What follows belongs to an exercise in optimizing a design on an open flow for small area and a short achievable clock period; a production flow would make more cautious choices.
Where RTL was checked, it was by simulation tests only, not by an equivalence proof against the original.
Power and IR drop assume default switching activity.

## tinyalu
module tinyalu (
	input  [7:0]  A,
	input  [7:0]  B,
	input  [2:0]  op,
	input         clk,
	input         reset_n,
	input         start,
	output        done,
	output [15:0] result
);
Size in the first run: ~570 cells after synthesis, about 91 flip-flops, ~39 I/O pins.
==> flow/config.mk <==
export PLATFORM = sky130hd
export DESIGN_NAME = tinyalu
export DESIGN_NICKNAME = tinyalu
export VERILOG_FILES = /design/flow/design.v
export SDC_FILE = /design/flow/constraint.sdc
export NUM_CORES = 4
export LEC_CHECK = 0
export CAP_MARGIN = 20
export CORE_MARGIN = 2
export CORE_UTILIZATION = 40
export CTS_BUF_LIST = sky130_fd_sc_hd__clkbuf_8
export SETUP_SLACK_MARGIN = 1.7
export SLEW_MARGIN = 20
export SYNTH_HIERARCHICAL = 1
==> flow/constraint.sdc <==
create_clock -name core_clock -period 4.2 [get_ports {clk}]
set_input_delay 0.8400 -clock core_clock [delete_from_list [all_inputs] [get_ports {clk}]]
set_output_delay 0.8400 -clock core_clock [all_outputs]
set_load 0.01 [all_outputs]
standard.sh (not shown) runs the stock make flow with config.mk's settings and CLKGATE_MAP_FILE= SYNTH_SCRIPT=/design/flow/synth_recipe.tcl, a recipe that flattens the netlist after the stock synthesis.
==> flow/flow/run.sh <==
#!/bin/bash
# Standard layout, except: ports buffered with buf_1, and full adders left to ABC
# (no extract_fa into sky130 fa/ha cells).
export BUFFER_PORTS_ARGS="-buffer_cell sky130_fd_sc_hd__buf_1"
export ADDER_MAP_FILE=
bash standard.sh > standard.log 2>&1
Then changed:
--- a/flow/design.v
+++ b/flow/design.v
@@ -27,13 +27,13 @@
 		r_q <= r_d;
 	d_q <= reset_n & start & (is_add | is_and | is_xor);
 end
 wire        en_m = start & is_mult;
 reg  [7:0]  a_q, b_q;
 reg  [15-1:0] s_q;
-reg  [14-1:0] c_q;
+reg  [7-1:0] c_q;
 reg  [15:0] m2_q, m_q;
 reg  [2:0]  p_q;
 reg         v_q;
 reg         ci_q;
 	wire pp0_0 = a_q[0] & b_q[0];
 	wire pp0_1 = a_q[0] & b_q[1];
@@ -180,16 +180,30 @@
 	wire fs79 = fs57 ^ fc38 ^ fc56;
 	wire fc80 = (fs57 & fc38) | (fs57 & fc56) | (fc38 & fc56);
 	wire fs81 = fs59 ^ fc40 ^ fc58;
 	wire fc82 = (fs59 & fc40) | (fs59 & fc58) | (fc40 & fc58);
 	wire fs83 = pp6_7 ^ pp7_6 ^ fc60;
 	wire fc84 = (pp6_7 & pp7_6) | (pp6_7 & fc60) | (pp7_6 & fc60);
-	wire [15-1:0] s_d = {pp7_7, fs83, fs81, fs79, fs77, fs75, fs73, fs71, fs69, fs67, fs65, fs63, hs61, pp0_1, pp0_0};
-	wire [14-1:0] c_d = {fc84, fc82, fc80, fc78, fc76, fc74, fc72, fc70, fc68, fc66, fc64, hc62, pp2_0, pp1_0};
-	wire ci_d = 1'b0;
-	wire [15:0] prod = s_q + ({c_q, 1'b0} << (1 - 1)) + ({15'd0, ci_q} << 1);
+	wire hs85 = pp0_1 ^ pp1_0;
+	wire hc86 = pp0_1 & pp1_0;
+	wire fs87 = hs61 ^ pp2_0 ^ hc86;
+	wire fc88 = (hs61 & pp2_0) | (hs61 & hc86) | (pp2_0 & hc86);
+	wire fs89 = fs63 ^ hc62 ^ fc88;
+	wire fc90 = (fs63 & hc62) | (fs63 & fc88) | (hc62 & fc88);
+	wire fs91 = fs65 ^ fc64 ^ fc90;
+	wire fc92 = (fs65 & fc64) | (fs65 & fc90) | (fc64 & fc90);
+	wire fs93 = fs67 ^ fc66 ^ fc92;
+	wire fc94 = (fs67 & fc66) | (fs67 & fc92) | (fc66 & fc92);
+	wire fs95 = fs69 ^ fc68 ^ fc94;
+	wire fc96 = (fs69 & fc68) | (fs69 & fc94) | (fc68 & fc94);
+	wire fs97 = fs71 ^ fc70 ^ fc96;
+	wire fc98 = (fs71 & fc70) | (fs71 & fc96) | (fc70 & fc96);
+	wire [15-1:0] s_d = {pp7_7, fs83, fs81, fs79, fs77, fs75, fs73, fs97, fs95, fs93, fs91, fs89, fs87, hs85, pp0_0};
+	wire [7-1:0] c_d = {fc84, fc82, fc80, fc78, fc76, fc74, fc72};
+	wire ci_d = fc98;
+	wire [15:0] prod = s_q + ({c_q, 1'b0} << (8 - 1)) + ({15'd0, ci_q} << 8);
 always @(posedge clk) begin
 	if (en_m) begin
 		a_q  <= A;
 		b_q  <= B;
 		s_q  <= s_d;
 		c_q  <= c_d;
What happened: Worst hold slack is about the same; setup slack got worse by 0.37 ns; power increases by 8.1%; utilization is higher by 6.1 points; combinational power rises by 45%; wire length came out higher by 21%; cell count went up by 6.4%; global-route usage came out higher by 4.1 points; register-to-register slack loses 0.40 ns; synthesized cell count grows by 1.9%; die area falls by 5.1%; cell area is higher by 7.8%; sequential cell count went down by 6; clock-buffer cell count does not change.
Function not checked in the second run of this note: the RTL went through the layout flow alone.

-- static timing again, ports no longer ideal --
In the flow no input, the clock included, has a driving cell. The finished layouts below were timed again as built, in two steps. Step 1 sets driving cells, clkbuf_16 on the clock port and buf_2 on the other inputs (assumed; they add their load-dependent delay and slew). Step 2, shift: input delay + t, output delay - t, t = (earliest + latest rising clock arrival at the registers) / 2. This alone moves slack from input paths to output paths. a / b / c = ideal ports / drivers / drivers and shift; a / b = the first two.
run	t, ns	slack for setup (ns)	latest minus earliest clock arrival (ns)
the first run	0.377	1.664 / 1.626 / 1.405	0.014 / 0.014
the second run	0.398	1.290 / 1.290 / 1.290	0.018 / 0.017
After both steps setup and hold are still met in every run listed. For the first run, which loses most, drivers alone change the setup slack by -0.038 ns; drivers and shift together by -0.259 ns.
